This is an optimization exercise on Yosys and OpenROAD, whose aim is small area and a short achievable clock period, not a production implementation.
Where RTL was checked, it was by simulation tests only, not by an equivalence proof against the original.
Power figures rest on the tool's default switching activity, not on a simulated workload.

## FPU_top
module FPU_top  #(
    parameter NUM_OP    = 1
)(
    input logic                 i_clk           ,
    input logic                 i_rst_n         ,
    input logic [NUM_OP-1:0]    i_add_sub       ,
    input logic [31:0]          i_32_a          ,
    input logic [31:0]          i_32_b          ,
    output logic [31:0]         o_32_s          ,
    output logic                o_ov_flag       ,
    output logic                o_un_flag
);
logic        w_sa, w_sb, w_sbe, w_eff_sub;
logic [7:0]  w_ea, w_eb;
logic [22:0] w_fa, w_fb;
logic [4:0]  w_dab;
logic [4:0]  w_dba;
logic        w_exp_lt;
logic [4:0]  w_shamt;
logic        w_sh0, w_f_lt, w_f_gt, w_swap2, w_sign, w_near;
logic [7:0]  w_emax;
logic [22:0] w_big, w_small;
logic        w_sel_exp;
logic [1:0]  w_sel_man;
assign w_sa = i_32_a[31];
assign w_sb = i_32_b[31];
assign w_ea = i_32_a[30:23];
assign w_eb = i_32_b[30:23];
assign w_fa = i_32_a[22:0];
assign w_fb = i_32_b[22:0];
assign w_sbe     = w_sb ^ i_add_sub[0];
assign w_eff_sub = w_sa ^ w_sbe;
assign w_dab    = w_ea[4:0] - w_eb[4:0];
assign w_dba    = w_eb[4:0] - w_ea[4:0];
assign w_shamt  = w_exp_lt ? w_dba : w_dab;
logic [7:0] w_e_gt [3:0];
logic [7:0] w_e_lt [3:0];
assign w_e_gt[0] = w_ea & ~w_eb;
  ...
Size: roughly 110 flip-flops, roughly 100 I/O pins, ~13,000 µm² of cells after synthesis.
export LEC_CHECK = 0
export ABC_AREA = 1
export CAP_MARGIN = 20
export CORE_MARGIN = 2
export CORE_UTILIZATION = 40
export PLACE_DENSITY = 0.6
export SLEW_MARGIN = 20
create_clock -name core_clock -period 15.0 [get_ports {i_clk}]
standard.sh (not shown) runs the stock make flow with config.mk's settings and CLKGATE_MAP_FILE= SYNTH_SCRIPT=/design/flow/synth_recipe.tcl, a recipe that flattens the netlist after the stock synthesis.
==> flow/flow/run.sh <==
#!/bin/bash
set -euo pipefail
bash standard.sh SETUP_SLACK_MARGIN=9.8 "BUFFER_PORTS_ARGS=-buffer_cell sky130_fd_sc_hd__buf_2" finish > standard_flow.log 2>&1
Rerun with:
--- a/flow/design.v
+++ b/flow/design.v
@@ -898,15 +898,17 @@
 generate
     for (gi = 0; gi < 23; gi++) begin : GEN_INC
         localparam int B = (gi / 8) * 8;
         logic w_cb;
         if (gi < 8)       assign w_cb = q_rnd;
         else if (gi < 16) assign w_cb = q_c8;
         else              assign w_cb = q_c16;
         if (gi == B) assign w_inc[gi] = w_cb;
         else         assign w_inc[gi] = w_cb & (&q_man[gi-1:B]);
     end
 endgenerate
 logic [7:0] w_exp_out;
-assign w_exp_out = q_exp - {3'b0, q_lz};
+logic [5:0] w_elo;
+assign w_elo     = {1'b0, q_exp[4:0]} - {1'b0, q_lz};
+assign w_exp_out = {w_elo[5] ? q_exp[7:5] - 3'd1 : q_exp[7:5], w_elo[4:0]};
 assign o_32_s = {q_sign, w_exp_out, q_man ^ w_inc};
 endmodule
Die area increases by 1.3%.
Core utilization increases by 0.11 points.
Setup slack is better by 0.046 ns.
Design area increases by 0.75%.
First-iteration DRC count decreases by 18%.
Global-route usage decreases by 0.22 points.
Total power decreases by 0.43%.
Hold slack hardly moves.
Wire length increases by 0.41%.
Via count increases by 0.40%.
Non-clock buffer count decreases by 9.
Synthesized area increases by 1.3%.
Function not checked in the first run of this note: the RTL went through the layout flow alone.

* * *

== job 9942 ==
Another version of the RTL of FPU_top (not shown whole).
Size: ~2300 cells after synthesis, ~100 flip-flops, about 100 I/O pins, ~13000 µm² of cells after synthesis.
## FPU_top
module FPU_top  #(
    parameter NUM_OP    = 1
)(
    input logic                 i_clk           ,
    input logic                 i_rst_n         ,
    input logic [NUM_OP-1:0]    i_add_sub       ,
    input logic [31:0]          i_32_a          ,
    input logic [31:0]          i_32_b          ,
    output logic [31:0]         o_32_s          ,
    output logic                o_ov_flag       ,
    output logic                o_un_flag
);
==> flow/config.mk <==
export PLATFORM = sky130hd
export DESIGN_NAME = FPU_top
export DESIGN_NICKNAME = FPU_top
export VERILOG_FILES = /design/flow/design.v
export SDC_FILE = /design/flow/constraint.sdc
export NUM_CORES = 4
export LEC_CHECK = 0
export ABC_AREA = 1
export CAP_MARGIN = 20
export CORE_MARGIN = 2
export CORE_UTILIZATION = 40
export PLACE_DENSITY = 0.6
export SLEW_MARGIN = 20
==> flow/constraint.sdc <==
create_clock -name core_clock -period 15.0 [get_ports {i_clk}]
set_input_delay 3.0000 -clock core_clock [delete_from_list [all_inputs] [get_ports {i_clk}]]
set_output_delay 3.0000 -clock core_clock [all_outputs]
set_load 0.01 [all_outputs]
==> flow/flow/run.sh <==
#!/bin/bash
set -euo pipefail
bash standard.sh SETUP_SLACK_MARGIN=9 "BUFFER_PORTS_ARGS=-buffer_cell sky130_fd_sc_hd__buf_2" finish > standard_flow.log 2>&1
What job 8773 does differently from job 9942 at the input level:
diff --git a/flow/design.v b/flow/design.v
--- a/flow/design.v
+++ b/flow/design.v
@@ -754,65 +754,69 @@
     .i_man_a            ({1'b1, w_fa}),
     .i_sign_b           (w_sb),
     .i_exp_b            (w_eb),
     .i_man_b            ({1'b1, w_fb}),
     .o_sel_exp          (w_sel_exp),
     .o_sel_man          (w_sel_man)
 );
 logic [22:0] r_big, r_small;
 logic [4:0]  r_shamt;
 logic [7:0]  r_emax;
-logic        r_sign, r_eff_sub, r_swap2, r_near, r_sel_exp;
+logic        r_sign, r_eff_sub, r_swap2, r_near, r_sh0n, r_sel_exp;
 logic [1:0]  r_sel_man;
 always_ff @( posedge i_clk ) begin
     r_big       <= w_big;
     r_small     <= w_small;
     r_shamt     <= w_shamt;
     r_emax      <= w_emax;
     r_sign      <= w_sign;
     r_eff_sub   <= w_eff_sub;
     r_swap2     <= w_swap2;
     r_near      <= w_near;
+    r_sh0n      <= ~w_shamt[0];
     r_sel_exp   <= w_sel_exp;
     r_sel_man   <= w_sel_man;
 end
 logic [27:0] w_A, w_Bf;
 logic [27:0] w_sh [5:0];
 logic [27:0] w_Rf, w_Nf;
 logic        w_coutf, w_ovf, w_zerof, w_rndf, w_rnd_ovf;
 logic [7:0]  w_expf;
 assign w_A = {1'b1, r_big, 4'b0};
 assign w_sh[0] = {1'b1, r_small, 4'b0} ^ {28{r_eff_sub}};
 generate
     for (gi = 0; gi < 5; gi++) begin : GEN_RSHIFT
         assign w_sh[gi+1] = r_shamt[gi] ? {{(1<<gi){r_eff_sub}}, w_sh[gi][27:(1<<gi)]} : w_sh[gi];
     end
 endgenerate
-assign w_Bf = w_sh[5];
-assign {w_coutf, w_Rf} = {1'b0, w_A} + {1'b0, w_Bf} + {28'd0, r_eff_sub};
+logic [27:0] w_Bn;
+assign w_Bn = r_sh0n ? {1'b1, r_small, 4'b0} : {1'b0, 1'b1, r_small, 3'b0};
+assign w_Bf = r_near ? ~w_Bn : w_sh[5];
+logic [27:0] w_Sf;
+assign {w_coutf, w_Sf} = {1'b0, w_A} + {1'b0, w_Bf} + {28'd0, r_eff_sub & ~r_swap2};
+assign w_Rf = w_Sf ^ {28{r_swap2}};
 assign w_ovf   = ~r_eff_sub & w_coutf;
 assign w_zerof = ~|w_Rf[27:4];
 assign w_Nf = w_ovf ? {1'b1, w_Rf[27:1]} : (w_Rf[27] ? w_Rf : {w_Rf[26:0], 1'b0});
 assign w_rndf    = ~w_zerof & w_Nf[2] & (w_Nf[3] | w_Nf[1] | w_Nf[0]);
 assign w_rnd_ovf = w_rndf & (&w_Nf[27:4]);
 always_comb begin
     if (w_zerof)                  w_expf = 8'h00;
     else if (w_ovf | w_rnd_ovf)   w_expf = r_emax + 8'd1;
     else if (w_Rf[27])            w_expf = r_emax;
     else                          w_expf = r_emax - 8'd1;
 end
-logic [27:0] w_Sn, w_Rn, w_Nn;
+logic [27:0] w_Rn, w_Nn;
 logic [4:0]  w_lz;
 logic        w_zeron;
 logic [7:0]  w_expn;
-assign w_Sn = w_A + w_sh[1] + {27'd0, ~r_swap2};
-assign w_Rn = w_Sn ^ {28{r_swap2}};
+assign w_Rn = w_Rf;
 logic [31:0] w_lzd_in;
 assign w_lzd_in = {w_Rn[27:4], 8'hFF};
 logic [15:0] w_v1;  logic [15:0] w_p1;
 logic [7:0]  w_v2;  logic [1:0]  w_p2 [7:0];
 logic [3:0]  w_v3;  logic [2:0]  w_p3 [3:0];
 logic [1:0]  w_v4;  logic [3:0]  w_p4 [1:0];
 generate
     for (gi = 0; gi < 16; gi++) begin : GEN_LZ1
         assign w_v1[gi] = w_lzd_in[2*gi+1] | w_lzd_in[2*gi];
         assign w_p1[gi] = ~w_lzd_in[2*gi+1];
==> comparison <==
From job 9942 to job 8773 the numbers moved as follows: detailed-route wire length on metal 1 went up 250 µm, overall die width went down 7.0 µm, largest net degree at the start of global routing went up about 3.5%, total nets after synthesis went down 222.
[job 8773] async set-reset flop share out of synthesis fell 0.34 points relative to job 9942
When the final numbers for job 9942 and job 8773 were put side by side, the pre-CTS setup slack turned out to be greater in job 9942.
Job 9942 -> job 8773: clock transition at the registers of the reported paths flat
Sequential fraction of total cell area, job 9942 and job 8773: larger value in job 8773
No functional check of the RTL was part of any run of this note.

-- static timing again, ports no longer ideal --
In the flow no input, the clock included, has a driving cell. The finished layouts below were timed again as built, in two steps.
Step 1: set_driving_cell puts a clkbuf_16 on i_clk and a buf_2 on each other input, an assumption about the parent block.
Step 2 also shifts input and output timing later by t, the mid clock arrival at the registers, as if the neighbouring blocks saw the same clock.
Slacks: ideal ports / drivers / drivers and shift; pairs: ideal ports / drivers.
run | t, ns | setup WS [ns] | worst register clock-pin slew, ns | worst slew at a driven data input, ns
the first run of note 1 | 0.417 | 9.897 / 9.848 / 9.586 | 0.08 / 0.08 | 0.04
the second run of note 1 | 0.414 | 9.943 / 9.976 / 9.561 | 0.08 / 0.08 | 0.04
job 9942 | 0.420 | 8.802 / 8.749 / 9.118 | 0.08 / 0.08 | 0.04
job 8773 | 0.393 | 8.835 / 8.787 / 9.179 | 0.09 / 0.09 | 0.04
After both steps every run listed still meets setup and hold. The setup slack of the second run of note 1, which loses most, moves by +0.033 ns with the drivers and by -0.382 ns with both steps.
